What follows belongs to an exercise in optimizing a design on an open flow for small area and a short achievable clock period; a production flow would make more cautious choices.
Function was checked by simulation only, so behaviour that the tests miss may differ from the original.

File: flow/constraint.sdc
create_clock -name core_clock -period 180.0 [get_ports {iCLK}]
set_input_delay 36.0000 -clock core_clock [delete_from_list [all_inputs] [get_ports {iCLK}]]
set_output_delay 36.0000 -clock core_clock [all_outputs]
set_load 0.01 [all_outputs]
File: flow/design.v
module EdgeGray(
	input  [7:0] ig00, ig01, ig02, ig10, ig11, ig12, ig20, ig21, ig22,
	output [7:0] oEdgeGray
);
wire [63:0] w = {ig22, ig21, ig20, ig12, ig10, ig02, ig01, ig00};
wire [7:0]  ad [0:7];
wire [7:0]  sg;
genvar i;
generate for (i = 0; i < 8; i = i + 1) begin : g
	wire [7:0] d;
	wire       ge;
	SUBR #(8) sub(.a(w[8*i+7:8*i]), .b(ig11), .d(d), .ge(ge));
	assign sg[i] = ~ge;
	assign ad[i] = d ^ {8{~ge}};
end endgenerate
wire [8:0]  s01, s23, s45, s67;
wire [9:0]  s03, s47;
wire [10:0] s07, t;
RCA #(8)  a01(.a(ad[0]), .b(ad[1]), .ci(sg[0]), .s(s01[7:0]), .co(s01[8]));
RCA #(8)  a23(.a(ad[2]), .b(ad[3]), .ci(sg[1]), .s(s23[7:0]), .co(s23[8]));
RCA #(8)  a45(.a(ad[4]), .b(ad[5]), .ci(sg[2]), .s(s45[7:0]), .co(s45[8]));
RCA #(8)  a67(.a(ad[6]), .b(ad[7]), .ci(sg[3]), .s(s67[7:0]), .co(s67[8]));
RCA #(9)  a03(.a(s01), .b(s23), .ci(sg[4]), .s(s03[8:0]), .co(s03[9]));
RCA #(9)  a47(.a(s45), .b(s67), .ci(sg[5]), .s(s47[8:0]), .co(s47[9]));
RCA #(10) a07(.a(s03), .b(s47), .ci(sg[6]), .s(s07[9:0]), .co(s07[10]));
RCA #(11) fin(.a(s07), .b(11'd0), .ci(sg[7]), .s(t), .co());
wire [9:0] otmp = t[10:1];
wire [7:0] mid = otmp[7:0] - 8'd27;
assign oEdgeGray = (otmp > 10'd90) ? 8'd255 : (otmp < 10'd27) ? 8'd0 : {mid[5:0], 2'b00};
endmodule
module SobelEdgeGray(
	input  [7:0] ig00, ig01, ig02, ig10, ig11, ig12, ig20, ig21, ig22,
	output [7:0] oEdgeGray,
	output [7:0] oGauss
);
wire [8:0] s28, s06, s02, s68;
RCA #(8) u28(.a(ig02), .b(ig22), .ci(1'b0), .s(s28[7:0]), .co(s28[8]));
RCA #(8) u06(.a(ig00), .b(ig20), .ci(1'b0), .s(s06[7:0]), .co(s06[8]));
RCA #(8) u02(.a(ig00), .b(ig02), .ci(1'b0), .s(s02[7:0]), .co(s02[8]));
RCA #(8) u68(.a(ig20), .b(ig22), .ci(1'b0), .s(s68[7:0]), .co(s68[8]));
wire [9:0] t1, t2, t3, t4;
assign t1[0] = s28[0]; RCA #(8) u1(.a(s28[8:1]), .b(ig12), .ci(1'b0), .s(t1[8:1]), .co(t1[9]));
assign t2[0] = s06[0]; RCA #(8) u2(.a(s06[8:1]), .b(ig10), .ci(1'b0), .s(t2[8:1]), .co(t2[9]));
assign t3[0] = s68[0]; RCA #(8) u3(.a(s68[8:1]), .b(ig21), .ci(1'b0), .s(t3[8:1]), .co(t3[9]));
assign t4[0] = s02[0]; RCA #(8) u4(.a(s02[8:1]), .b(ig01), .ci(1'b0), .s(t4[8:1]), .co(t4[9]));
wire [9:0] gx, gy;
wire       px, py;
SUBR #(10) ux(.a(t1), .b(t2), .d(gx), .ge(px));
SUBR #(10) uy(.a(t3), .b(t4), .d(gy), .ge(py));
wire [10:0] s0, s;
RCA #(10) ua(.a(gx ^ {10{~px}}), .b(gy ^ {10{~py}}), .ci(~px), .s(s0[9:0]), .co(s0[10]));
RCA #(11) ub(.a(s0), .b(11'd0), .ci(~py), .s(s), .co());
assign oEdgeGray = s[10:9] != 2'b00 ? 8'd255 : s[8:1];
wire [10:0] g1;
RCA #(10) ug1(.a(t3), .b(t4), .ci(1'b0), .s(g1[9:0]), .co(g1[10]));
wire [8:0] e35;
RCA #(8) ug2(.a(ig10), .b(ig12), .ci(1'b0), .s(e35[7:0]), .co(e35[8]));
wire [10:0] g2;
RCA #(10) ug3(.a(g1[10:1]), .b({1'b0, e35}), .ci(1'b0), .s(g2[9:0]), .co(g2[10]));
wire [9:0] g3;
RCA #(10) ug4(.a(g2[10:1]), .b({2'b00, ig11}), .ci(1'b0), .s(g3), .co());
assign oGauss = g3[9:2];
endmodule
module RGB2HSI(
	input  [7:0] iR,
	input  [7:0] iG,
	input  [7:0] iB,
	input  [9:0] iSum,
	input  [9:0] iSum3,
	output [8:0] Hue,
	output [7:0] Saturation,
	output [7:0] Intensity
);
assign Intensity = iSum3[7:0];
wire [7:0] unused0, unused1, unused2, unused3;
wire b_le_r, b_le_g, r_le_g, r_le_b;
SUBR #(8) c0(.a(iR), .b(iB), .d(unused0), .ge(b_le_r));
SUBR #(8) c1(.a(iG), .b(iB), .d(unused1), .ge(b_le_g));
SUBR #(8) c2(.a(iG), .b(iR), .d(unused2), .ge(r_le_g));
SUBR #(8) c3(.a(iB), .b(iR), .d(unused3), .ge(r_le_b));
wire b_sel = b_le_r & b_le_g;
wire r_sel = !b_sel & r_le_g & r_le_b;
wire [7:0] mn = b_sel ? iB : r_sel ? iR : iG;
wire [7:0] a  = b_sel ? iG : r_sel ? iB : iR;
wire [7:0] dn;
wire       unused4;
SUBR #(8) c4(.a(a), .b(mn), .d(dn), .ge(unused4));
wire [9:0] mn3;
assign mn3[0] = mn[0];
RCA #(8) m3(.a(mn), .b({1'b0, mn[7:1]}), .ci(1'b0), .s(mn3[8:1]), .co(mn3[9]));
wire [9:0] den;
wire       unused5;
SUBR #(10) c5(.a(iSum), .b(mn3), .d(den), .ge(unused5));
wire [14:0] num;
wire        unused6;
assign num[2:0] = 3'd0;
SUBR #(12) c6(.a({dn, 4'd0}), .b({4'd0, dn}), .d(num[14:3]), .ge(unused6));
wire [6:0] hq;
wire [8:0] hr;
DIVR #(15, 9, 7) hdiv(.x(num), .d(den[8:0]), .q(hq), .r(hr));
wire all_eq = (den == 10'd0);
wire [8:0] hoff = b_sel ? 9'd0 : r_sel ? 9'd120 : 9'd240;
wire [8:0] hsum;
RCA #(9) ho(.a({2'b00, hq}), .b(hoff), .ci(1'b0), .s(hsum), .co());
assign Hue = all_eq ? 9'd0 : hsum;
wire [17:0] sn;
wire        unused7;
SUBR #(18) c7(.a({mn3, 8'd0}), .b({8'd0, mn3}), .d(sn), .ge(unused7));
wire [7:0] sq;
wire [9:0] sr;
DIVR #(18, 10, 8) sdiv(.x(sn), .d(iSum), .q(sq), .r(sr));
assign Saturation = (iSum == 10'd0) ? 8'd0 : ~sq;
endmodule
module HSI2HSI_ALL(
	input  [8:0] iH,
	input  [7:0] iS,
	input  [7:0] iI,
	input        sw_H, sw_H1, sw_H2, sw_H3,
	input        sw_S, sw_S1, sw_S2, sw_S3,
	input        sw_I, sw_I1, sw_I2, sw_I3,
	output [8:0] oH,
	output [7:0] oS,
	output [7:0] oI
);
wire [1:0]  hc = {sw_H2, sw_H3};
wire [5:0]  L  = sw_H1 ? (6'd10 + {hc, 3'b000} + {hc, 1'b0}) : (6'd40 - {hc, 3'b000} - {hc, 1'b0});
wire [10:0] t1, t2;
RCA  #(11) ut1(.a({2'b00, iH}), .b({5'd0, L}), .ci(1'b0), .s(t1), .co());
wire unused0;
SUBR #(11) ut2(.a({2'b00, iH}), .b({5'd0, L}), .d(t2), .ge(unused0));
wire        t2n = t2[10];
wire        mid = (iH > 9'd60) && (iH <= 9'd240);
reg  [10:0] h_adj;
always @(*) begin
	if (!sw_H1) begin
		if (mid)            h_adj = (t1 > 11'd240) ? 11'd240 : t1;
		else if (t2n)       h_adj = t2 + 11'd360;
		else if ((iH > 9'd60) && (t2 < 11'd240)) h_adj = 11'd240;
		else                h_adj = t2;
	end else begin
		if (mid)            h_adj = (t2n || t2 < 11'd60) ? 11'd60 : t2;
		else if (t1 > 11'd360) h_adj = t1 - 11'd360;
		else if ((t1 > 11'd60) && (iH < 9'd240)) h_adj = 11'd60;
		else                h_adj = t1;
	end
end
wire [9:0] oH_w = sw_H ? h_adj[9:0] : {1'b0, iH};
assign oH = (oH_w > 10'd360) ? 9'd360 : oH_w[8:0];
function [7:0] pick_m(input [7:0] x, input [1:0] idx, input [6:0] s23);
	case (idx)
		2'd0: pick_m = {1'b0, x[7:1]};
		2'd1: pick_m = {1'b0, s23};
		2'd2: pick_m = {2'b00, x[7:2]};
		default: pick_m = {3'b000, x[7:3]};
	endcase
endfunction
wire [2:0] sc  = {sw_S1, sw_S2, sw_S3};
wire [1:0] sid = sc[2] ? ~sc[1:0] : sc[1:0];
wire [2:0] sn  = 3'd4 - {1'b0, sid};           
wire [6:0] s_s23;
RCA #(6) us23(.a(iS[7:2]), .b({1'b0, iS[7:3]}), .ci(1'b0), .s(s_s23[5:0]), .co(s_s23[6]));
wire [7:0] s_m = pick_m(iS, sid, s_s23);
wire s_lo  = ~iS[7];                               
wire s_A   = (iS > 8'd32) && (iS <= 8'd128);
wire s_B   = (iS > 8'd128) && (iS < 8'd224);
reg        s_plus, s_zero, s_keep;
reg [8:0]  s_k;
always @(*) begin
	s_zero = 1'b0; s_keep = 1'b0; s_plus = 1'b0; s_k = 9'd0;
	if (!sc[2]) begin
		if (s_lo) begin
			s_plus = (sc == 3'd0); s_zero = (sc == 3'd0);
		end else begin
			s_plus = 1'b1; s_k = -{1'b0, sn, 5'd0};       
		end
	end else begin
		if (s_A)      begin s_plus = 1'b1; s_k = -{4'd0, sn, 2'd0}; end     
		else if (s_B) begin
			s_plus = 1'b0;                                                       
			case (sid)
				2'd0: s_k = 9'd112; 2'd1: s_k = 9'd84; 2'd2: s_k = 9'd56; default: s_k = 9'd28;
			endcase
		end
		else          s_keep = 1'b1;
	end
end
wire [8:0] s_base = s_zero ? 9'd0 : {1'b0, iS};
wire [8:0] s_t, s_u;
RCA #(9) us1(.a(s_base), .b({1'b0, s_m} ^ {9{~s_plus}}), .ci(~s_plus), .s(s_t), .co());
RCA #(9) us2(.a(s_t), .b(s_k), .ci(1'b0), .s(s_u), .co());
wire [7:0] s_adj = s_keep ? iS : s_u[8] ? 8'd255 : s_u[7:0];
assign oS = sw_S ? s_adj : iS;
wire [2:0] ic  = {sw_I1, sw_I2, sw_I3};
wire [1:0] iid = ic[2] ? ~ic[1:0] : ic[1:0];
wire [2:0] inn = 3'd4 - {1'b0, iid};
wire [6:0] i_s23;
RCA #(6) ui23(.a(iI[7:2]), .b({1'b0, iI[7:3]}), .ci(1'b0), .s(i_s23[5:0]), .co(i_s23[6]));
wire [7:0] i_m = pick_m(iI, iid, i_s23);
wire i_lo  = (iI < 8'd64);
wire i_mid = !i_lo && (iI < 8'd192);
wire i_hi  = !i_lo && !i_mid;
wire i_zero = (ic == 3'd0 && i_mid) || (ic == 3'd7 && !i_mid);
wire i_plus = i_zero | (ic[2] ? i_mid : !i_mid);
wire [8:0] i_k16 = {2'b00, inn, 4'd0};
wire [8:0] i_k32 = {1'b0, inn, 5'd0};
wire [8:0] i_k = i_lo ? 9'd0 : i_mid ? (ic[2] ? -i_k16 : i_k16) : (ic[2] ? i_k32 : -i_k32);
wire [8:0] i_base = i_zero ? 9'd0 : {1'b0, iI};
wire [8:0] i_t, i_u;
RCA #(9) ui1(.a(i_base), .b({1'b0, i_m} ^ {9{~i_plus}}), .ci(~i_plus), .s(i_t), .co());
RCA #(9) ui2(.a(i_t), .b(i_k), .ci(1'b0), .s(i_u), .co());
wire [7:0] i_adj = i_u[8] ? 8'd255 : i_u[7:0];
assign oI = sw_I ? i_adj : iI;
endmodule
module HSI2RGB_A(
	input  [8:0]  iH,
	input  [7:0]  iS,
	input  [7:0]  iI,
	output [19:0] oY,      
	output [7:0]  oMin,
	output [8:0]  oA,      
	output [1:0]  oReg     
);
wire [15:0] IS;
MULU #(8, 8) m1(.a(iS), .b(iI), .p(IS));
wire [15:0] t255;
RCA #(16) d1(.a(IS), .b({8'd0, IS[15:8]}), .ci(1'b1), .s(t255), .co());
wire [7:0] q255 = t255[15:8];
wire unused0;
SUBR #(8) mn(.a(iI), .b(q255), .d(oMin), .ge(unused0));
wire [7:0] r;
RCA #(8) rr(.a(IS[7:0]), .b(q255), .ci(1'b0), .s(r), .co());
wire r85 = (r >= 8'd85), r170 = (r >= 8'd170);
RCA #(9) aa(.a({1'b0, q255}), .b({q255, r170}), .ci(r85), .s(oA), .co());
wire [7:0] b;
wire unused1;
SUBR #(8) bb(.a(r), .b(r170 ? 8'd170 : r85 ? 8'd85 : 8'd0), .d(b), .ge(unused1));
wire k1 = (iH >= 9'd120), k2 = (iH >= 9'd240);
assign oReg = {k2, k1 & ~k2};
wire [8:0] hh;
wire unused2;
SUBR #(9) hs(.a(iH), .b(k2 ? 9'd240 : k1 ? 9'd120 : 9'd0), .d(hh), .ge(unused2));
wire [22:0] ISh;
MULU #(16, 7) m2(.a(IS), .b(hh[6:0]), .p(ISh));
wire [7:0] kb = k2 ? {b[6:0], 1'b0} : k1 ? b : 8'd0;
wire [11:0] z;
wire unused3;
SUBR #(12) zz(.a({kb, 4'd0}), .b({4'd0, kb}), .d(z), .ge(unused3));
RCA #(20) yy(.a(ISh[22:3]), .b({8'd0, z}), .ci(1'b0), .s(oY), .co());
endmodule
module HSI2RGB(
	input  [19:0] iY,
	input  [7:0]  iMin,
	input  [8:0]  iA,
	input  [1:0]  iReg,
	output [7:0]  Red,
	output [7:0]  Green,
	output [7:0]  Blue
);
wire [20:0] t;
RCA #(20) q1(.a(iY), .b({8'd0, iY[19:8]}), .ci(1'b0), .s(t[19:0]), .co(t[20]));
wire [20:0] u255;
RCA #(21) q2(.a(t), .b({16'd0, t[20:16]}), .ci(1'b1), .s(u255), .co());
wire [11:0] y255 = u255[19:8];
wire [11:0] q12;
DIV5 #(12) q3(.x(y255), .q(q12));
wire [9:0] q = q12[9:0];
wire [8:0] m = {1'b0, iMin};
wire [8:0] ma, u, v;
RCA  #(9) u1(.a(m), .b(iA), .ci(1'b0), .s(ma), .co());
wire unused0;
SUBR #(9) u2(.a(ma), .b(q[8:0]), .d(u), .ge(unused0));
RCA  #(9) u3(.a(m), .b(q[8:0]), .ci(1'b0), .s(v), .co());
wire [7:0] uc = u[8] ? 8'd255 : u[7:0];
wire [7:0] vc = v[8] ? 8'd255 : v[7:0];
assign Red   = iReg[1] ? vc    : iReg[0] ? iMin : uc;
assign Green = iReg[1] ? iMin  : iReg[0] ? uc   : vc;
assign Blue  = iReg[1] ? uc    : iReg[0] ? vc   : iMin;
endmodule
module GAU_RGB(
	input  [7:0] iR, iG, iB,
	input  [9:0] iSum,
	input  [7:0] gray,
	input        edg,
	output [9:0] oDiff,
	input  [9:0] iD3,
	output [7:0] oR, oG, oB
);
wire [9:0] sum_g;
assign sum_g[0] = gray[0];
RCA #(8) u3(.a(gray), .b({1'b0, gray[7:1]}), .ci(1'b0), .s(sum_g[8:1]), .co(sum_g[9]));
wire [9:0] df;
wire       ge;    
SUBR #(10) us(.a(iSum), .b(sum_g), .d(df), .ge(ge));
wire [9:0] diff0 = df ^ {10{~ge}};
wire [9:0] diff;
RCA #(10) un(.a(diff0), .b(10'd0), .ci(~ge), .s(diff), .co());
assign oDiff = diff;
wire [9:0] d3 = iD3;
wire       dn = ge & (df != 10'd0);    
wire [2:0] qR, qG, qB;
GAU_Q qr(.c(iR), .d(d3[7:0]), .dn(dn), .q(qR));
GAU_Q qg(.c(iG), .d(d3[7:0]), .dn(dn), .q(qG));
GAU_Q qb(.c(iB), .d(d3[7:0]), .dn(dn), .q(qB));
COLOR_QUAN cq(.qR(qR), .qG(qG), .qB(qB), .edg(edg), .oR(oR), .oG(oG), .oB(oB));
endmodule
module GAU_Q(
	input  [7:0] c,
	input  [7:0] d,
	input        dn,
	output [2:0] q
);
wire [7:0] s;
wire       co;
RCA #(8) u(.a(c), .b(d ^ {8{dn}}), .ci(dn), .s(s), .co(co));
wire neg = dn & ~co;
wire [8:0] u9 = {co & ~dn, s};
assign q = neg             ? 3'd0 :
           (u9 >= 9'd204)  ? 3'd7 :
           (u9 >= 9'd172)  ? 3'd6 :
           (u9 >= 9'd140)  ? 3'd5 :
           (u9 >= 9'd128)  ? 3'd4 :
           (u9 >= 9'd116)  ? 3'd3 :
           (u9 >= 9'd84)   ? 3'd2 :
           (u9 >= 9'd52)   ? 3'd1 : 3'd0;
endmodule
module Blend(
	input  [7:0] iR, iG, iB,
	input        iEdge,      
	output [7:0] oR, oG, oB
);
wire [8:0] s1;
wire [9:0] sum;
RCA #(8) a1(.a(iR), .b(iG), .ci(1'b0), .s(s1[7:0]), .co(s1[8]));
RCA #(9) a2(.a(s1), .b({1'b0, iB}), .ci(1'b0), .s(sum[8:0]), .co(sum[9]));
wire dark = (sum < 10'd384);
wire [7:0] ur, ug, ub;
wire cr, cg, cb;
RCA #(8) br(.a(iR), .b(8'hFF), .ci(1'b0), .s(ur), .co(cr));
RCA #(8) bg(.a(iG), .b(8'hFF), .ci(1'b0), .s(ug), .co(cg));
RCA #(8) bb(.a(iB), .b(8'hFF), .ci(1'b0), .s(ub), .co(cb));
assign oR = !iEdge ? iR : dark ? {1'b0, iR[7:1]} : {cr, ur[7:1]};
assign oG = !iEdge ? iG : dark ? {1'b0, iG[7:1]} : {cg, ug[7:1]};
assign oB = !iEdge ? iB : dark ? {1'b0, iB[7:1]} : {cb, ub[7:1]};
endmodule
module COLOR_QUAN(
	input  [2:0] qR, qG, qB,
	input        edg,
	output [7:0] oR, oG, oB
);
function [7:0] lvl(input [2:0] q, input e);
	case ({e, q})
		4'b0000: lvl = 8'd32;  4'b0001: lvl = 8'd64;  4'b0010: lvl = 8'd96;  4'b0011: lvl = 8'd128;
		4'b0100: lvl = 8'd160; 4'b0101: lvl = 8'd192; 4'b0110: lvl = 8'd224; 4'b0111: lvl = 8'd255;
		4'b1000: lvl = 8'd8;   4'b1001: lvl = 8'd16;  4'b1010: lvl = 8'd24;  4'b1011: lvl = 8'd224;
		4'b1100: lvl = 8'd232; 4'b1101: lvl = 8'd240; 4'b1110: lvl = 8'd248; default: lvl = 8'd255;
	endcase
endfunction
assign oR = lvl(qR, edg);
assign oG = lvl(qG, edg);
assign oB = lvl(qB, edg);
endmodule
module Gray_Level(iRed, iGreen, iBlue, ogray);
    input  [7:0] iRed;
    input  [7:0] iGreen;
    input  [7:0] iBlue;
    output [7:0] ogray;
    wire   [8:0] s1;
    wire   [9:0] s, q;
    RCA #(8) a1(.a(iRed), .b(iGreen), .ci(1'b0), .s(s1[7:0]), .co(s1[8]));
    RCA #(9) a2(.a(s1), .b({1'b0, iBlue}), .ci(1'b0), .s(s[8:0]), .co(s[9]));
    DIV3 #(10) d(.x(s), .q(q));
    assign ogray = q[7:0];
endmodule
module RCA #(parameter N = 8) (
	input  [N-1:0] a,
	input  [N-1:0] b,
	input          ci,
	output [N-1:0] s,
	output         co
);
wire [N:0] c;
assign c[0] = ci;
genvar i;
generate for (i = 0; i < N; i = i + 1) begin : bit_
	assign s[i]   = a[i] ^ b[i] ^ c[i];
	assign c[i+1] = (a[i] & b[i]) | (a[i] & c[i]) | (b[i] & c[i]);
end endgenerate
assign co = c[N];
endmodule
module SUBR #(parameter N = 8) (
	input  [N-1:0] a,
	input  [N-1:0] b,
	output [N-1:0] d,
	output         ge
);
RCA #(N) u(.a(a), .b(~b), .ci(1'b1), .s(d), .co(ge));
endmodule
module DIVR #(parameter NN = 16, parameter ND = 8, parameter NQ = 8) (
	input  [NN-1:0] x,
	input  [ND-1:0] d,
	output [NQ-1:0] q,
	output [ND-1:0] r
);
wire [ND-1:0] rem [0:NQ];
assign rem[NQ] = x[NN-1:NQ];
genvar j;
generate for (j = NQ - 1; j >= 0; j = j - 1) begin : st
	wire [ND:0] t = {rem[j+1], x[j]};
	wire [ND:0] df;
	wire        ge;
	SUBR #(ND + 1) s(.a(t), .b({1'b0, d}), .d(df), .ge(ge));
	assign q[j]   = ge;
	assign rem[j] = ge ? df[ND-1:0] : t[ND-1:0];
end endgenerate
assign r = rem[0];
endmodule
module DIV3 #(parameter N = 10) (
	input  [N-1:0] x,
	output [N-1:0] q
);
wire [N:0] r1, r0;
assign r1[N] = 1'b0;
assign r0[N] = 1'b0;
genvar j;
generate for (j = N - 1; j >= 0; j = j - 1) begin : st
	assign q[j]  = r1[j+1] | (r0[j+1] & x[j]);
	assign r1[j] = x[j] ? r1[j+1] : r0[j+1];
	assign r0[j] = x[j] ? ~(r1[j+1] | r0[j+1]) : r1[j+1];
end endgenerate
endmodule
module DIV5 #(parameter N = 12) (
	input  [N-1:0] x,
	output [N-1:0] q
);
wire [2:0] r [0:N];
assign r[N] = 3'd0;
genvar j;
generate for (j = N - 1; j >= 0; j = j - 1) begin : st
	wire [3:0] t = {r[j+1], x[j]};     
	assign q[j] = (t >= 4'd5);
	assign r[j] = (t >= 4'd5) ? t[2:0] - 3'd5 : t[2:0];
end endgenerate
endmodule
module MULU #(parameter NA = 8, parameter NB = 8) (
	input  [NA-1:0]    a,
	input  [NB-1:0]    b,
	output [NA+NB-1:0] p
);
wire [NA-1:0] acc [0:NB-1];
wire          cy  [0:NB-1];
assign acc[0] = a & {NA{b[0]}};
assign cy[0]  = 1'b0;
assign p[0]   = acc[0][0];
genvar i;
generate for (i = 1; i < NB; i = i + 1) begin : row
	wire [NA-1:0] s;
	wire          co;
	RCA #(NA) u(.a({cy[i-1], acc[i-1][NA-1:1]}), .b(a & {NA{b[i]}}), .ci(1'b0), .s(s), .co(co));
	assign acc[i] = s;
	assign cy[i]  = co;
	assign p[i]   = s[0];
end endgenerate
assign p[NA+NB-1:NB] = {cy[NB-1], acc[NB-1][NA-1:1]};
endmodule
module RGB2RGB_TEMP(
	input  [7:0] iR, iG, iB,
	input        sw_T, sw_T1, sw_T2, sw_T3,
	output [7:0] oR, oG, oB
);
wire [1:0] c = {sw_T2, sw_T3};
wire [2:0] n = sw_T1 ? {1'b0, c} + 3'd1 : 3'd4 - {1'b0, c};
wire [4:0] L = {2'b00, n} + {1'b0, n, 1'b0};
wire [7:0] rg_d = {3'b000, L};
wire [7:0] b_d  = {2'b00, L, 1'b0};
wire rg_add = sw_T1, b_add = ~sw_T1;
wire [7:0] sr, sg, sb;
wire cr, cg, cb;
RCA #(8) ar(.a(iR), .b(rg_d ^ {8{~rg_add}}), .ci(~rg_add), .s(sr), .co(cr));
RCA #(8) ag(.a(iG), .b(rg_d ^ {8{~rg_add}}), .ci(~rg_add), .s(sg), .co(cg));
RCA #(8) ab(.a(iB), .b(b_d ^ {8{~b_add}}),   .ci(~b_add),  .s(sb), .co(cb));
function [7:0] sat(input [7:0] s, input co, input add);
	sat = add ? (co ? 8'd255 : s) : (co ? s : 8'd0);
endfunction
assign oR = !sw_T ? iR : sat(sr, cr, rg_add);
assign oG = !sw_T ? iG : sat(sg, cg, rg_add);
assign oB = !sw_T ? iB : sat(sb, cb, b_add);
endmodule
module vga_style_pipe(
	input             iCLK,
	input             iRST_N,
	input      [7:0]  iR,
	input      [7:0]  iG,
	input      [7:0]  iB,
	input      [7:0]  iW0,
	input      [7:0]  iW1,
	input      [7:0]  iW2,
	input      [7:0]  iW3,
	input      [7:0]  iW4,
	input      [7:0]  iW5,
	input      [7:0]  iW6,
	input      [7:0]  iW7,
	input      [7:0]  iW8,
	input      [2:0]  iSTYLE,
	input      [3:0]  iH_CTRL,
	input      [3:0]  iS_CTRL,
	input      [3:0]  iI_CTRL,
	input      [3:0]  iT_CTRL,
	input             iEdge,
	input             iPic,
	input      [7:0]  ikeypxl,
	input             ikey_valid,
	output reg [7:0]  oR,
	output reg [7:0]  oG,
	output reg [7:0]  oB
);
reg [7:0] p0_r, p0_g, p0_b;
reg [7:0] w0, w1, w2, w3, w4, w5, w6, w7, w8;
reg [2:0] sty0;
reg [3:0] hc0, sc0, ic0, tc0;
reg       edge0, pic0, kv0;
reg [7:0] kp0;
always @(posedge iCLK) begin
	p0_r <= iR; p0_g <= iG; p0_b <= iB;
	w0 <= iW0; w1 <= iW1; w2 <= iW2; w3 <= iW3; w4 <= iW4;
	w5 <= iW5; w6 <= iW6; w7 <= iW7; w8 <= iW8;
	sty0 <= iSTYLE; hc0 <= iH_CTRL; sc0 <= iS_CTRL; ic0 <= iI_CTRL; tc0 <= iT_CTRL;
	edge0 <= iEdge; pic0 <= iPic; kv0 <= ikey_valid; kp0 <= ikeypxl;
end
reg [2:0] vcnt;
always @(posedge iCLK or negedge iRST_N) begin
	if (!iRST_N)              vcnt <= 3'd0;
	else if (vcnt != 3'd7)    vcnt <= vcnt + 3'd1;
end
wire [4:0] sel = {tc0[0], pic0, edge0, sty0[1:0]};
wire is_edge = (sel == 5'b00100);
wire is_pic  = (sel == 5'b01000);
wire [7:0] e1, e2, gau;
EdgeGray      edge_gray(.ig00(w0), .ig01(w1), .ig02(w2), .ig10(w3), .ig11(w4),
	.ig12(w5), .ig20(w6), .ig21(w7), .ig22(w8), .oEdgeGray(e1));
SobelEdgeGray sobel_edge_gray(.ig00(w0), .ig01(w1), .ig02(w2), .ig10(w3), .ig11(w4),
	.ig12(w5), .ig20(w6), .ig21(w7), .ig22(w8), .oEdgeGray(e2), .oGauss(gau));
wire [8:0] fsum;
RCA #(8) fadd(.a(e1), .b(e2), .ci(1'b0), .s(fsum[7:0]), .co(fsum[8]));
wire [7:0] feat = fsum[8] ? 8'd255 : fsum[7:0];
wire       feat_sat = fsum[8] | (&fsum[7:0]);
wire [8:0] rg;
wire [9:0] rgb_sum;
RCA #(8) sadd1(.a(p0_r), .b(p0_g), .ci(1'b0), .s(rg[7:0]), .co(rg[8]));
RCA #(9) sadd2(.a(rg), .b({1'b0, p0_b}), .ci(1'b0), .s(rgb_sum[8:0]), .co(rgb_sum[9]));
wire [9:0] pic_diff, div3_in, div3_q;
assign div3_in = is_pic ? pic_diff : rgb_sum;
DIV3 #(10) div3(.x(div3_in), .q(div3_q));
wire [7:0] pic_r, pic_g, pic_b;
GAU_RGB gaus_rgb(.iR(p0_r), .iG(p0_g), .iB(p0_b), .iSum(rgb_sum), .gray(gau), .edg(feat_sat),
	.oDiff(pic_diff), .iD3(div3_q), .oR(pic_r), .oG(pic_g), .oB(pic_b));
wire [8:0] h_w;
wire [7:0] s_w, i_w;
RGB2HSI rgb2hsi(.iR(p0_r), .iG(p0_g), .iB(p0_b), .iSum(rgb_sum), .iSum3(div3_q), .Hue(h_w),
	.Saturation(s_w), .Intensity(i_w));
wire [8:0] h_x;
wire [7:0] s_x, ia_w;
HSI2HSI_ALL hsi_i(h_w, 8'd0, i_w, 1'b0, 1'b0, 1'b0, 1'b0, 1'b0, 1'b0, 1'b0, 1'b0,
	ic0[0], ic0[1], ic0[2], ic0[3], h_x, s_x, ia_w);
wire fin_w   = kv0 | is_edge | is_pic;
wire hsi_w   = hc0[0] | sc0[0] | ic0[0];
wire [23:0] fin_val = kv0 ? {kp0, kp0, kp0} : is_edge ? ~{feat, feat, feat} : {pic_b, pic_g, pic_r};
wire [3:0] post_w = fin_w ? 4'b0000 : (sel == 5'b00001) ? 4'b0001 : (sel == 5'b00010) ? 4'b0010 :
                    (sel == 5'b10000) ? {1'b1, tc0[3:1]} : 4'b0000;
reg        hsi1, blend1;
reg [24:0] d1;
reg [3:0]  hc1, sc1;
reg [3:0]  post1;
always @(posedge iCLK) begin
	hsi1   <= hsi_w & ~fin_w;
	d1     <= (hsi_w & ~fin_w) ? {h_w, s_w, ia_w} : {1'b0, fin_w ? fin_val : {p0_b, p0_g, p0_r}};
	hc1    <= hc0; sc1 <= sc0;
	blend1 <= sty0[2] & (e1 == 8'd255) & ~fin_w;
	post1  <= post_w;
end
wire [8:0] h2;
wire [7:0] s2, i2;
HSI2HSI_ALL hsh(d1[24:16], d1[15:8], d1[7:0], hc1[0], hc1[1], hc1[2], hc1[3],
	sc1[0], sc1[1], sc1[2], sc1[3], 1'b0, 1'b0, 1'b0, 1'b0, h2, s2, i2);
wire [19:0] pp;
wire [7:0]  pmin;
wire [8:0]  pis2;
wire [1:0]  preg;
HSI2RGB_A hsi2rgb_a(.iH(h2), .iS(s2), .iI(i2), .oY(pp), .oMin(pmin), .oA(pis2), .oReg(preg));
reg        hsi2, blend2;
reg [38:0] d2;
reg [3:0]  post2;
always @(posedge iCLK) begin
	hsi2   <= hsi1;
	d2     <= hsi1 ? {pp, pmin, pis2, preg} : {15'd0, d1[23:0]};
	blend2 <= blend1;
	post2  <= post1;
end
wire [7:0] x_r, x_g, x_b;
HSI2RGB hsi2rgb(.iY(d2[38:19]), .iMin(d2[18:11]), .iA(d2[10:2]), .iReg(d2[1:0]),
	.Red(x_r), .Green(x_g), .Blue(x_b));
wire [23:0] x3 = hsi2 ? {x_b, x_g, x_r} : d2[23:0];
wire [7:0] y_r, y_g, y_b;
Blend sharpener(.iR(x3[7:0]), .iG(x3[15:8]), .iB(x3[23:16]), .iEdge(blend2),
	.oR(y_r), .oG(y_g), .oB(y_b));
wire [7:0] gray;
Gray_Level gray_level(.iRed(y_r), .iGreen(y_g), .iBlue(y_b), .ogray(gray));
wire [7:0] t_r, t_g, t_b;
RGB2RGB_TEMP rgb_temp(.iR(y_r), .iG(y_g), .iB(y_b), .sw_T(1'b1), .sw_T1(post2[0]),
	.sw_T2(post2[1]), .sw_T3(post2[2]), .oR(t_r), .oG(t_g), .oB(t_b));
reg [23:0] z;
always @(*) begin
	if (post2[3])          z = {t_b, t_g, t_r};
	else if (post2[0])     z = {gray, gray, gray};
	else if (post2[1])     z = ~{y_b, y_g, y_r};
	else                   z = {y_b, y_g, y_r};
end
reg [23:0] d3, d4, d5, d6;
always @(posedge iCLK) begin
	d3 <= z;
	d4 <= d3;
	d5 <= d4;
	d6 <= d5;
end
always @(posedge iCLK or negedge iRST_N) begin
	if (!iRST_N) begin
		oR <= 8'd0;
		oG <= 8'd0;
		oB <= 8'd0;
	end else begin
		oR <= (vcnt == 3'd7) ? d6[7:0]   : 8'd0;
		oG <= (vcnt == 3'd7) ? d6[15:8]  : 8'd0;
		oB <= (vcnt == 3'd7) ? d6[23:16] : 8'd0;
	end
end
endmodule
File: flow/run.sh
#!/bin/bash
# synth_recipe.tcl (not shown) runs the flow's synth.tcl, then flattens the netlist and writes it again
# the make line also repeats each setting of config.mk as NAME=value (left out here)
make -C /OpenROAD-flow-scripts/flow DESIGN_CONFIG=/design/flow/config.mk WORK_HOME=/design/flow/orfs CLKGATE_MAP_FILE= SYNTH_SCRIPT=/design/flow/synth_recipe.tcl finish
File: flow/config.mk
export PLATFORM = sky130hd
export DESIGN_NAME = vga_style_pipe
export DESIGN_NICKNAME = vga_style_pipe
export VERILOG_FILES = /design/flow/design.v
export SDC_FILE = /design/flow/constraint.sdc
export NUM_CORES = 4
export LEC_CHECK = 0
export ABC_AREA = 1
export CAP_MARGIN = 20
export CORE_MARGIN = 2
export CORE_UTILIZATION = 40
export PLACE_DENSITY = 0.6
export SLEW_MARGIN = 20
==> results of run 1 <==
==> layer usage <==
layer / wire [um] / part of all wire [%] / vias up
met5: 0 / 0 / -
met4: 3006 / 3.2 / 0
met3: 4249 / 4.5 / 158
met2: 45240 / 48 / 620
met1: 42080 / 44 / 13781
li1: - / - / 13944
==> Yosys cell counts, types with 14 or more instances <==
master    count
nor3_1       28
o21ai_2      20
xor2_1      106
a22oi_1      15
a221oi_1     14
fa_1        710
dfrtp_1      27
o211ai_1     38
xnor2_1      64
inv_2        27
ha_1        276
a31oi_1      14
dfxtp_1     306
o21ai_0     235
inv_1       902
o21ai_1      22
nand2_1     817
or2_2        30
nor2_1      268
a21oi_1     124
nand3_1      79
o22ai_1      39
o221ai_1     26
nand2_2      21
clkbuf_1     77
==> cells in the final DEF (no fill, tap or decap), drive strengths merged, types with 14 or more instances in the layout <==
cell / netlist / final
xor2: 106 / 106
a221oi: 14 / 14
or2: 34 / 34
nand2: 847 / 847
clkdlybuf4s50: 0 / 151
a21oi: 126 / 126
dfxtp: 306 / 306
xnor2: 64 / 64
nor3: 28 / 28
o21ai: 277 / 277
fa: 710 / 710
ha: 276 / 276
dfrtp: 27 / 27
o221ai: 26 / 26
a22oi: 15 / 15
nand3: 88 / 88
nor2: 273 / 273
o22ai: 39 / 39
inv: 930 / 935
a31oi: 14 / 14
clkbuf: 77 / 50
o211ai: 39 / 39
buf: 21 / 18
==> final cells by class <==
type                       instances  area [um2]  share of cell area [%]
tap                             1276        1597                   3.689
timing repair buffer             169        1647                   3.805
clock buffer                      50        1016                   2.347
sequential                       333        6803                   15.72
clock inverter                    18       197.7                  0.4568
multi-input combinational       3092       28510                   65.87
inverter                         935        3512                   8.115
==> stage by stage <==
stage                     cell area (um2)  utilization [%]  std cells
final                               43280            44.62       5873
after floorplan                     39220                -       4458
after detailed placement            42060            43.36       5805
after CTS                           43270            44.61       5873
after global placement              42060            43.36       5805
after global routing                43280            44.62       5873
==> worst paths after layout <==
kind / from / to / slack [ns] / cells past startpoint
setup / recovery: oG[7]$_DFF_PN0_ / oG[7] / 142.55 / 1
hold / removal: d3[14]$_DFF_P_ / d4[14]$_DFF_P_ / 0.32 / 0
setup reg to reg: p0_g[1]$_DFF_P_ / d1[8]$_DFF_P_ / 143.08 / 128
hold reg to reg: d3[14]$_DFF_P_ / d4[14]$_DFF_P_ / 0.32 / 0
max in group asynchronous: iRST_N / vcnt[0]$_DFFE_PN0P_ / 143.95 / 2
min in group asynchronous: iRST_N / oR[6]$_DFF_PN0_ / 35.79 / 2
==> sequential cells by signal, summed over array words and instances, names as in the netlist, 24 cells and up <==
register / cells
d1: 25
d2: 39
d3: 24
d4: 24
d5: 24
d6: 24
==> cells by family (layout without fill, tap and decap cells) <==
logic type      count (synthesis)  after routing  synth area share (%)
flops                         333            333                 17.34
mux                             4              4                0.1085
fa+ha+maj                     989            989                 45.13
xor+xnor                      170            170                 3.797
simple gates                 1304           1304                 13.85
buf+inv                      1033           1172                 10.02
compound gates                625            625                 9.757
==> results.toml, run 1 <==
[routing]
vias = 28503
routed_wl_um = 94580
wl_per_cell_um = 16.10
drt_iter0_markers = 1949
detail_route.first_pass.iterations = 5
postRouteAntennaNets = 0
post-route-drc-count = 0
drt-vias-per-instance = 4.853

[placed_design]
io_buffers = 151
globalplace.congestion = 0.9002
dp_hpwl_um = 80970
dp_slack_ns = 143.15

[grt]
met2_usage_pct = 33.59
grtUsageMet1_pct = 26.16
met3_usage_pct = 2.628
grt_pass1_vias = 29407
grt.total_usage_pct = 19.75
grt_pass1_wl_um = 156700
overflow = 0
grt_start_max_net_pins = 57
top_usage_layer = "met2"
antenna_found_initial = 1

[sta]
finalMaxSlewViolations = 0
rsz0062_at_grt = "no"
min_period_ns = 37.45
final_hold_viol_count = 0
final.period_utilization_pct = 20.80
setup_slack_ns = 142.55
finalSetupViolCount = 0
max-slew-margin-rel_pct = 34.05
whs_ns = 0.3191
finalClockSkew_ns = 0.02243
setup_tns_ns = 0
worst_pin_slew_ns = 0.9892
fmax_mhz = 26.70

[logic_synthesis]
seq_area_frac_synth_pct = 17.34
syn_avg_cell_area_um2 = 8.797
synth_edf_count = 0
ys_seq_elements = 333
synth-main-ff-cell = "dfxtp_1"
netlist_area_um2 = 39220
synth_cell_type_count = 69
yosys.area.top_type_share_pct = 36.24
ys_async_sr_fraction_pct = 8.108
synth.largest_area_cell = "fa_1"
synth.area.top_cells = "fa_1, dfxtp_1, ha_1, inv_1, nand2_1"
synthCells = 4458
syn_nets = 5572
yosysWarnings = 10

[worst_setup_path]
path_class = "flip-flop to output pin"
cp_data_required_time_ns = 144.00
start_kind = "flip-flop"
slowest_delay_ns = 0.54
crit_path_end_kind = "output pin"
cp_max_fo = 1
path_cells = "clkdlybuf4s50_1"
crit_arrival_ns = 1.45
worst-path-buf-inv = 1
crit_family = "buffers and inverters"
critPathSlowestCell = "clkdlybuf4s50_1"

[cts]
clock_path_buffers = 3
clkLatencyLatePin_ns = 0.60
cts.repair.resized = 0
htreeDepth = 2
clock_sinks = 333
cts_setup_buffers = 0
cts_tree = "built"
numCtsBuffers = 38
cts_hold_buf = 0
ctsRootBufferMaster = "clkbuf_16"
clkSlewWorstSetupHoldPaths_ns = 0.06

[outcome]
status = "complete, no violations"

[floorplanning]
num_rows = 114
die_width_um = 317.1
die_area_um2 = 100600
pin_count = 152
start_util_pct = 40.43
dieHeight_um = 317.1
core_area_um2 = 96990

[flow_run]
maxCapViolCount = 0

[hold_path]
hp-class = "flip-flop to flip-flop"

[final_layout]
drive_above_1_share_pct = 4.655
antenna_cells = 0
nFillCells = 9517
nets = 5683
syn2layout_area_growth_pct = 10.36
==> run 2: changes to the inputs <==
--- a/flow/config.mk
+++ b/flow/config.mk
@@ -9,5 +9,8 @@
 export CAP_MARGIN = 20
 export CORE_MARGIN = 2
 export CORE_UTILIZATION = 40
+export CTS_BUF_LIST = sky130_fd_sc_hd__clkbuf_16
+export CTS_CLUSTER_DIAMETER = 100
+export CTS_CLUSTER_SIZE = 30
 export PLACE_DENSITY = 0.6
 export SLEW_MARGIN = 20
==> run 2 against run 1 <==
  * Worst setup slack worse by 0.025 ns
  * Maximum frequency hardly changed
  * Routed wire length down 1.1%
  * Die area unchanged
  * First-iteration DRC count is 1.5% lower
  * Critical path type unchanged
  * Critical endpoint unchanged
  * Highest routed layer is now met5
==> results.toml, run 2 <==
[logic_synthesis]
synth.largest_area_cell = "fa_1"
synth-main-ff-cell = "dfxtp_1"
yosysWarnings = 10
seq_area_frac_synth_pct = 17.34
ys_seq_elements = 333
synth_cell_type_count = 69
netlist_area_um2 = 39220
yosys.area.top_type_share_pct = 36.24
synth_edf_count = 0
synth_most_common_cell = "inv_1"
ys_async_sr_fraction_pct = 8.108
synth.area.top_cells = "fa_1, dfxtp_1, ha_1, inv_1, nand2_1"
synth_common_cells = "inv_1, nand2_1, fa_1"
syn_nets = 5572
syn_avg_cell_area_um2 = 8.797
synthCells = 4458

[worst_setup_path]
crit_arrival_ns = 1.47
crit_family = "buffers and inverters"
path_cells = "clkdlybuf4s50_1"
crit_cells = 1
timing.rr.start = "p0_r[0]$_DFF_P_"
start_kind = "flip-flop"
cp-endpoint = "oG[7]"
cp_max_fo = 1
cp_data_required_time_ns = 144.00
path_class = "flip-flop to output pin"
r2r-end = "d1[8]$_DFF_P_"
r2r_cells = 133
critPathSlowestCell = "clkdlybuf4s50_1"
worst-path-buf-inv = 1
crit_path_end_kind = "output pin"
cp-startpoint = "oG[7]$_DFF_PN0_"
r2r_slack_ns = 143.07
slowest_delay_ns = 0.54

[routing]
wl_per_cell_um = 16.02
postRouteAntennaNets = 0
routed_wl_um = 93570
detail_route.first_pass.iterations = 6
post-route-drc-count = 0
drt_iter0_markers = 1920
drt-vias-per-instance = 4.842
vias = 28272

[cts]
clkLatencyLatePin_ns = 0.59
cts_setup_buffers = 0
clkSlewWorstSetupHoldPaths_ns = 0.10
cts_hold_buf = 0
clock_path_buffers = 3
htreeDepth = 1
clock_sinks = 333
cts_tree = "built"
numCtsBuffers = 19
ctsRootBufferMaster = "clkbuf_16"
cts.repair.resized = 0

[floorplanning]
die_width_um = 317.1
dieHeight_um = 317.1
num_rows = 114
start_util_pct = 40.43
die_area_um2 = 100600
core_area_um2 = 96990
pin_count = 152

[grt]
grt_pass1_vias = 29108
grt_pass1_wl_um = 155500
grt_start_max_net_pins = 57
overflow = 0
antenna_found_initial = 2
grt.total_usage_pct = 19.48

[flow_run]
maxCapViolCount = 0

[final_layout]
top_regs = "d2 (39), d1 (25)"
final_common_cell = "inv_1"
antenna_cells = 0
drive_above_1_share_pct = 4.098
syn2layout_area_growth_pct = 9.042
nets = 5664
instances_no_fill = 5839
largest_register = "d2"
final_cell_mix = "inv_1, nand2_1, fa_1, dfxtp_1, ha_1"
largest_reg_flops = 39

[outcome]
status = "complete, no violations"

[placed_design]
globalplace.congestion = 0.9002
dp.cells = 5805
dp_hpwl_um = 80970
io_buffers = 151

[sta]
min_period_ns = 37.47
final_hold_viol_count = 0
rsz0062_at_grt = "no"
final.period_utilization_pct = 20.82
worst_pin_slew_ns = 0.9886
setup_tns_ns = 0
max-slew-margin-rel_pct = 34.09
fmax_mhz = 26.69
finalClockSkew_ns = 0.03815
finalSetupViolCount = 0
finalMaxSlewViolations = 0

[hold_path]
hp-class = "flip-flop to flip-flop"
hold_depth = 0
## run 2: cell counts after synthesis
No cell type changed its count.
## run 2: cell families (layout without fill, tap and decap cells)
kind of cell    after synthesis  in the layout  share of synthesized area (%)
simple gates               1304           1304                          13.85
buf+inv                    1033           1138                          10.02
fa+ha+maj                   989            989                          45.13
compound gates              625            625                          9.757
flops                       333            333                          17.34
xor+xnor                    170            170                          3.797
mux                           4              4                         0.1085
## run 2: routing by layer
layer | routed length [um] | vias up | GRT usage (%)
met5 | 13 | - | 0
met4 | 2468 | 2 | 4.972
met3 | 4051 | 127 | 2.296
met2 | 45170 | 637 | 33.55
met1 | 41860 | 13623 | 26.07
li1 | - | 13883 | -
## run 2: how the worst min path moves through the flow
stage          slack, ns      startpoint        endpoint
4_1_cts             0.33   d5[5]$_DFF_P_   d6[5]$_DFF_P_
6_report            0.33   d5[5]$_DFF_P_   d6[5]$_DFF_P_
2_1_floorplan       0.31  blend1$_DFF_P_  blend2$_DFF_P_
5_1_grt             0.33   d5[5]$_DFF_P_   d6[5]$_DFF_P_
3_5_place_dp        0.31  d3[11]$_DFF_P_  d4[11]$_DFF_P_
3_3_place_gp        0.31  d3[11]$_DFF_P_  d4[11]$_DFF_P_
## run 2: area by class of cell
type / count / area [um2]
repair buffers: 169 / 1647
multi-input cells: 3092 / 28510
well taps: 1276 / 1597
inverters: 935 / 3512
fillers: 9550 / 54230
clock buffers: 19 / 475.5
flip-flops and latches: 333 / 6803
clock inverters: 15 / 221.5
## run 2: per-stage QoR
step	setup slack (ns)	hold WS [ns]	util [%]	instance area [um2]
after CTS	142.46	0.3291	44.08	42750
final	142.53	0.3266	44.09	42760
after global routing	141.27	0.3350	44.09	42760
after floorplan	143.62	0.3096	-	39220
after detailed placement	143.15	0.3121	43.36	42060
after global placement	143.16	0.3099	43.36	42060
==> run 3: changes to the inputs <==
--- a/flow/design.v
+++ b/flow/design.v
@@ -124,28 +124,30 @@
 );
 wire [1:0]  hc = {sw_H2, sw_H3};
 wire [5:0]  L  = sw_H1 ? (6'd10 + {hc, 3'b000} + {hc, 1'b0}) : (6'd40 - {hc, 3'b000} - {hc, 1'b0});
-wire [10:0] t1, t2;
-RCA  #(11) ut1(.a({2'b00, iH}), .b({5'd0, L}), .ci(1'b0), .s(t1), .co());
+wire [9:0]  t1, t2;
+RCA  #(10) ut1(.a({1'b0, iH}), .b({4'd0, L}), .ci(1'b0), .s(t1), .co());
 wire unused0;
-SUBR #(11) ut2(.a({2'b00, iH}), .b({5'd0, L}), .d(t2), .ge(unused0));
-wire        t2n = t2[10];
+SUBR #(10) ut2(.a({1'b0, iH}), .b({4'd0, L}), .d(t2), .ge(unused0));
+wire        t2n = t2[9];
+wire [8:0]  w_up, w_dn;
+RCA  #(9) uw1(.a(t2[8:0]), .b(9'd360), .ci(1'b0), .s(w_up), .co());
+RCA  #(9) uw2(.a(t1[8:0]), .b(9'd152), .ci(1'b0), .s(w_dn), .co());
 wire        mid = (iH > 9'd60) && (iH <= 9'd240);
-reg  [10:0] h_adj;
+reg  [8:0]  h_adj;
 always @(*) begin
 	if (!sw_H1) begin
-		if (mid)            h_adj = (t1 > 11'd240) ? 11'd240 : t1;
-		else if (t2n)       h_adj = t2 + 11'd360;
-		else if ((iH > 9'd60) && (t2 < 11'd240)) h_adj = 11'd240;
-		else                h_adj = t2;
+		if (mid)            h_adj = (t1 > 10'd240) ? 9'd240 : t1[8:0];
+		else if (t2n)       h_adj = w_up;
+		else if ((iH > 9'd60) && (t2 < 10'd240)) h_adj = 9'd240;
+		else                h_adj = t2[8:0];
 	end else begin
-		if (mid)            h_adj = (t2n || t2 < 11'd60) ? 11'd60 : t2;
-		else if (t1 > 11'd360) h_adj = t1 - 11'd360;
-		else if ((t1 > 11'd60) && (iH < 9'd240)) h_adj = 11'd60;
-		else                h_adj = t1;
+		if (mid)            h_adj = (t2n || t2 < 10'd60) ? 9'd60 : t2[8:0];
+		else if (t1 > 10'd360) h_adj = w_dn;
+		else if ((t1 > 10'd60) && (iH < 9'd240)) h_adj = 9'd60;
+		else                h_adj = t1[8:0];
 	end
 end
-wire [9:0] oH_w = sw_H ? h_adj[9:0] : {1'b0, iH};
-assign oH = (oH_w > 10'd360) ? 9'd360 : oH_w[8:0];
+assign oH = sw_H ? h_adj : iH;
 function [7:0] pick_m(input [7:0] x, input [1:0] idx, input [6:0] s23);
 	case (idx)
 		2'd0: pick_m = {1'b0, x[7:1]};
--- a/flow/config.mk
+++ b/flow/config.mk
@@ -10,7 +10,7 @@
 export CORE_MARGIN = 2
 export CORE_UTILIZATION = 40
 export CTS_BUF_LIST = sky130_fd_sc_hd__clkbuf_16
-export CTS_CLUSTER_DIAMETER = 100
-export CTS_CLUSTER_SIZE = 30
+export CTS_CLUSTER_DIAMETER = 90
+export CTS_CLUSTER_SIZE = 35
 export PLACE_DENSITY = 0.6
 export SLEW_MARGIN = 20
==> run 3 against run 2 <==
  * Highest routed layer is now met4
  * Largest cell class unchanged
  * Area after synthesis shrank 0.53%
  * Cell area grew 0.31%
  * Register-to-register slack gained 0.19 ns
  * Flip-flop and latch count is the same
  * Worst setup slack lost 0.035 ns
  * Clock skew is essentially flat
  * Still clean
  * Die area shrank 0.53%
  * Hold slack gained 0.0054 ns
==> results.toml, run 3 <==
[flow_run]
maxCapViolCount = 0

[worst_setup_path]
cp_data_required_time_ns = 144.00
critPathSlowestCell = "clkdlybuf4s50_1"
path_cells = "clkdlybuf4s50_1"
crit_path_end_kind = "output pin"
slowest_delay_ns = 0.53
path_class = "flip-flop to output pin"
crit_family = "buffers and inverters"
start_kind = "flip-flop"
worst-path-buf-inv = 1
crit_arrival_ns = 1.51
cp_max_fo = 1

[logic_synthesis]
synth-main-ff-cell = "dfxtp_1"
syn_nets = 5546
synth.largest_area_cell = "fa_1"
ys_seq_elements = 333
netlist_area_um2 = 39010
syn_avg_cell_area_um2 = 8.805
seq_area_frac_synth_pct = 17.44
yosysWarnings = 10
yosys.area.top_type_share_pct = 36.39
synth.area.top_cells = "fa_1, dfxtp_1, ha_1, inv_1, nand2_1"
synth_edf_count = 0
synth_common_cells = "inv_1, nand2_1, fa_1"
synth_most_common_cell = "inv_1"
synthCells = 4430
ys_async_sr_fraction_pct = 8.108
synth_cell_type_count = 67

[grt]
overflow = 0
grt_start_max_net_pins = 56
grt_pass1_wl_um = 156300
grtUsageMet1_pct = 25.89
grt_pass1_vias = 29078
top_usage_layer = "met2"
grt.total_usage_pct = 19.74
antenna_found_initial = 2
met2_usage_pct = 35.23
met3_usage_pct = 1.910

[sta]
whs_ns = 0.3321
rsz0062_at_grt = "no"
max-slew-margin-rel_pct = 34.99
finalSetupViolCount = 0
fmax_mhz = 26.66
worst_pin_slew_ns = 0.9693
setup_tns_ns = 0
min_period_ns = 37.51
finalMaxSlewViolations = 0
final_hold_viol_count = 0
final.period_utilization_pct = 20.84
finalClockSkew_ns = 0.03793

[routing]
postRouteAntennaNets = 0
drt-vias-per-instance = 4.861
drt_iter0_markers = 1778
post-route-drc-count = 0
routed_wl_um = 94840
vias = 28307
detail_route.first_pass.iterations = 5
wl_per_cell_um = 16.29

[outcome]
status = "complete, no violations"

[floorplanning]
dieHeight_um = 316.3
num_rows = 114
start_util_pct = 40.34
die_width_um = 316.3
core_area_um2 = 96710
pin_count = 152
die_area_um2 = 100000

[cts]
clkSlewWorstSetupHoldPaths_ns = 0.11
numCtsBuffers = 23
cts_setup_buffers = 0
htreeDepth = 1
clock_sinks = 333
cts.repair.resized = 0
ctsRootBufferMaster = "clkbuf_16"
clock_path_buffers = 3
cts_tree = "built"
cts_hold_buf = 0
clkLatencyLatePin_ns = 0.63

[final_layout]
final_cell_mix = "inv_1, nand2_1, fa_1, dfxtp_1, ha_1"
antenna_cells = 0
syn2layout_area_growth_pct = 9.966
largest_register = "d2"
final_common_cell = "inv_1"
nets = 5646
fin_area_um2 = 42890
top_regs = "d2 (39), d1 (25)"
largest_reg_flops = 39
drive_above_1_share_pct = 4.201
nFillCells = 9633

[hold_path]
hp-class = "flip-flop to flip-flop"

[placed_design]
place_area_um2 = 41910
dp_hpwl_um = 81970
globalplace.congestion = 0.9071
io_buffers = 151
-- run 3: kinds of logic (layout without fill, tap and decap cells) --
group           Yosys count  after routing  synth area share (%)
flops                   333            333                 17.44
fa+ha+maj               991            991                 45.41
mux                       5              5                0.1379
buf+inv                1050           1167                 10.20
simple gates           1257           1257                 13.35
compound gates          624            624                 9.642
xor+xnor                170            170                 3.817
-- run 3: routing by layer --
metal / share of wire [%] / vias to the layer above / routed length (um)
met1: 44 / 13847 / 41440
met3: 3.8 / 96 / 3595
met5: 0 / - / 0
li1: - / 13782 / -
met4: 2.3 / 0 / 2223
met2: 50 / 582 / 47590
-- run 3: worst paths after layout --
kind                            startpoint              end  slack [ns]  depth (start not counted)
max                        oB[2]$_DFF_PN0_            oB[2]      142.49                          1
max reg2reg                p0_b[2]$_DFF_P_    d1[8]$_DFF_P_      143.26                        129
min in group asynchronous           iRST_N  oB[7]$_DFF_PN0_       35.73                          2
min                         d5[11]$_DFF_P_   d6[11]$_DFF_P_        0.33                          0
max in group asynchronous           iRST_N  oR[1]$_DFF_PN0_      143.98                          2
min reg2reg                 d5[11]$_DFF_P_   d6[11]$_DFF_P_        0.33                          0
-- run 3: layout make-up --
cell class / count / area (um2) / share of cell area, %
inverter: 951 / 3575 / 8.334
timing repair buffer: 174 / 1684 / 3.926
multi-input combinational: 3047 / 28250 / 65.85
clock buffer: 23 / 575.6 / 1.342
tap: 1276 / 1597 / 3.722
sequential: 333 / 6804 / 15.86
clock inverter: 19 / 414.1 / 0.9655
-- run 3: per-stage QoR --
step	instances	util (%)	setup WS [ns]
2_1_floorplan	4430	-	143.62
3_3_place_gp	5781	43.32	143.16
3_5_place_dp	5781	43.33	143.15
4_1_cts	5823	44.36	142.43
5_1_grt	5823	44.36	141.43
6_report	5823	44.36	142.49
-- run 3: worst register-to-register path: cells and delay by family, from the launching register on --
| family | cells | cell delay, ns |
|---|---|---|
| AOI/OAI and AO/OA | 19 | 2.98 |
| and+or+nand+nor | 28 | 3.05 |
| DFF | 1 | 0.68 |
| adders and majority gates | 70 | 27.79 |
| buffers and inverters | 12 | 2.13 |
==> run 4: changes to the inputs <==
--- a/flow/config.mk
+++ b/flow/config.mk
@@ -10,7 +10,7 @@
 export CORE_MARGIN = 2
 export CORE_UTILIZATION = 40
 export CTS_BUF_LIST = sky130_fd_sc_hd__clkbuf_16
-export CTS_CLUSTER_DIAMETER = 90
-export CTS_CLUSTER_SIZE = 35
+export CTS_CLUSTER_DIAMETER = 100
+export CTS_CLUSTER_SIZE = 30
 export PLACE_DENSITY = 0.6
 export SLEW_MARGIN = 20
==> run 4 against run 3 <==
  * Highest routed layer unchanged
  * Count of clock-buffer cells in the layout shrank 2
  * First-iteration DRC count grew 0.96%
  * Synthesized cell count is the same
  * Global-route usage is essentially flat
  * Register-to-register slack is essentially flat
  * Non-clock buffer count is the same
  * Area after synthesis is the same
  * Critical endpoint is now oR[0]
  * Largest cell class unchanged
  * Die area is the same
==> results.toml, run 4 <==
[outcome]
status = "complete, no violations"

[worst_setup_path]
crit_arrival_ns = 1.49
path_class = "flip-flop to output pin"
crit_family = "buffers and inverters"
cp_max_fo = 1
worst-path-buf-inv = 1
path_cells = "clkdlybuf4s50_1"
crit_path_end_kind = "output pin"
critPathSlowestCell = "clkdlybuf4s50_1"
cp_data_required_time_ns = 144.00
start_kind = "flip-flop"
slowest_delay_ns = 0.53

[logic_synthesis]
syn_avg_cell_area_um2 = 8.805
synth_edf_count = 0
yosys.area.top_type_share_pct = 36.39
synth-main-ff-cell = "dfxtp_1"
synth_most_common_cell = "inv_1"
syn_nets = 5546
netlist_area_um2 = 39010
ys_async_sr_fraction_pct = 8.108
synthCells = 4430
synth.area.top_cells = "fa_1, dfxtp_1, ha_1, inv_1, nand2_1"
synth_cell_type_count = 67
yosysWarnings = 10
seq_area_frac_synth_pct = 17.44
ys_seq_elements = 333
synth_common_cells = "inv_1, nand2_1, fa_1"
synth.largest_area_cell = "fa_1"

[sta]
final.period_utilization_pct = 20.83
finalSetupViolCount = 0
finalMaxSlewViolations = 0
worst_pin_slew_ns = 0.9893
finalClockSkew_ns = 0.03915
min_period_ns = 37.49
setup_tns_ns = 0
whs_ns = 0.3128
rsz0062_at_grt = "no"
fmax_mhz = 26.67
max-slew-margin-rel_pct = 33.65
final_hold_viol_count = 0

[cts]
ctsRootBufferMaster = "clkbuf_16"
htreeDepth = 1
cts.repair.resized = 0
clkSlewWorstSetupHoldPaths_ns = 0.11
clock_sinks = 333
numCtsBuffers = 21
cts_hold_buf = 0
clock_path_buffers = 3
cts_setup_buffers = 0
clkLatencyLatePin_ns = 0.62
cts_tree = "built"

[routing]
drt-vias-per-instance = 4.866
detail_route.first_pass.iterations = 6
wl_per_cell_um = 16.30
postRouteAntennaNets = 0
routed_wl_um = 94830
vias = 28313
drt_iter0_markers = 1795
post-route-drc-count = 0

[final_layout]
drive_above_1_share_pct = 4.072
final_common_cell = "inv_1"
fin_area_um2 = 42710
antenna_cells = 0
largest_register = "d2"
largest_reg_flops = 39
nets = 5644
syn2layout_area_growth_pct = 9.495
nFillCells = 9659
multi_input_area_um2 = 28250
final_cell_mix = "inv_1, nand2_1, fa_1, dfxtp_1, ha_1"
final-seq-area_um2 = 6804
top_regs = "d2 (39), d1 (25)"

[floorplanning]
core_area_um2 = 96710
die_area_um2 = 100000
num_rows = 114
die_width_um = 316.3
start_util_pct = 40.34
pin_count = 152
dieHeight_um = 316.3

[hold_path]
hp-class = "flip-flop to flip-flop"

[grt]
overflow = 0
antenna_found_initial = 3
grt_pass1_wl_um = 156300
grt_start_max_net_pins = 56
grt.total_usage_pct = 19.76
grt_pass1_vias = 29015

[flow_run]
maxCapViolCount = 0

[placed_design]
globalplace.congestion = 0.9071
place_area_um2 = 41910
dp_hpwl_um = 81970
io_buffers = 151
-- run 4: cell counts after synthesis --
No cell type changed its count.
-- run 4: layout make-up --
type | count | area share [%]
clock buffer | 21 | 1.230
clock inverter | 17 | 0.6562
inverter | 951 | 8.369
multi-input combinational | 3047 | 66.13
sequential | 333 | 15.93
tap | 1276 | 3.738
timing repair buffer | 174 | 3.943
-- run 4: metrics by stage --
step | utilization, % | cells | setup slack (ns)
after global routing | 44.17 | 5819 | 141.44
after floorplan | - | 4430 | 143.62
final | 44.17 | 5819 | 142.51
after global placement | 43.32 | 5781 | 143.16
after CTS | 44.17 | 5819 | 142.44
after detailed placement | 43.33 | 5781 | 143.15
-- run 4: worst paths after layout --
path | start | to | slack (ns) | depth (start not counted)
worst max register to register | p0_b[2]$_DFF_P_ | d1[8]$_DFF_P_ | 143.25 | 129
max in group asynchronous | iRST_N | oR[2]$_DFF_PN0_ | 143.99 | 2
worst max-delay path | oR[0]$_DFF_PN0_ | oR[0] | 142.51 | 1
min in group asynchronous | iRST_N | vcnt[1]$_DFFE_PN0P_ | 35.74 | 2
worst min-delay path | d4[4]$_DFF_P_ | d5[4]$_DFF_P_ | 0.31 | 0
worst min register to register | d4[4]$_DFF_P_ | d5[4]$_DFF_P_ | 0.31 | 0
-- run 4: layer usage --
metal / vias up / routed length, um / track usage [%]
met3: 105 / 4470 / 2.008
li1: 13779 / - / -
met1: 13795 / 40630 / 25.84
met2: 634 / 47470 / 35.20
met4: 0 / 2253 / 4.642
met5: - / 0 / 0
-- run 4: logic make-up after synthesis --
group / count (synthesis) / share of synthesized area, %
xor+xnor: 170 / 3.817
fa+ha+maj: 991 / 45.41
compound gates: 624 / 9.642
buf+inv: 1050 / 10.20
flops: 333 / 17.44
simple gates: 1257 / 13.35
mux: 5 / 0.1379

-- afterwards: timing with drivers on the ports --
The flow's constraints put no driver on any port. The routed layouts listed below were extracted and timed again, unchanged, in two steps. Step 1 assumes that a clkbuf_16 drives the clock port and a buf_2 every other input. Step 2 times the ports against the registers' clock, not the clock port: input delays grow and output delays shrink by t, the midpoint of the rising clock arrivals with the driver on. Three values: ideal, step 1, step 2; two values: the first two.
| run | t, ns | setup WS [ns] | worst setup path at the end | clock arrival spread, ns | worst register clock-pin slew, ns |
|---|---|---|---|---|---|
| run 1 | 0.660 | 142.553 / 142.487 / 143.078 | register to register | 0.023 / 0.022 | 0.07 / 0.07 |
| run 2 | 0.645 | 142.528 / 142.460 / 143.074 | register to register | 0.046 / 0.045 | 0.11 / 0.11 |
| run 3 | 0.675 | 142.493 / 142.426 / 143.102 | register to output | 0.041 / 0.041 | 0.11 / 0.11 |
| run 4 | 0.674 | 142.507 / 142.439 / 143.113 | register to output | 0.044 / 0.044 | 0.11 / 0.11 |
After both steps setup and hold are still met in every run listed.
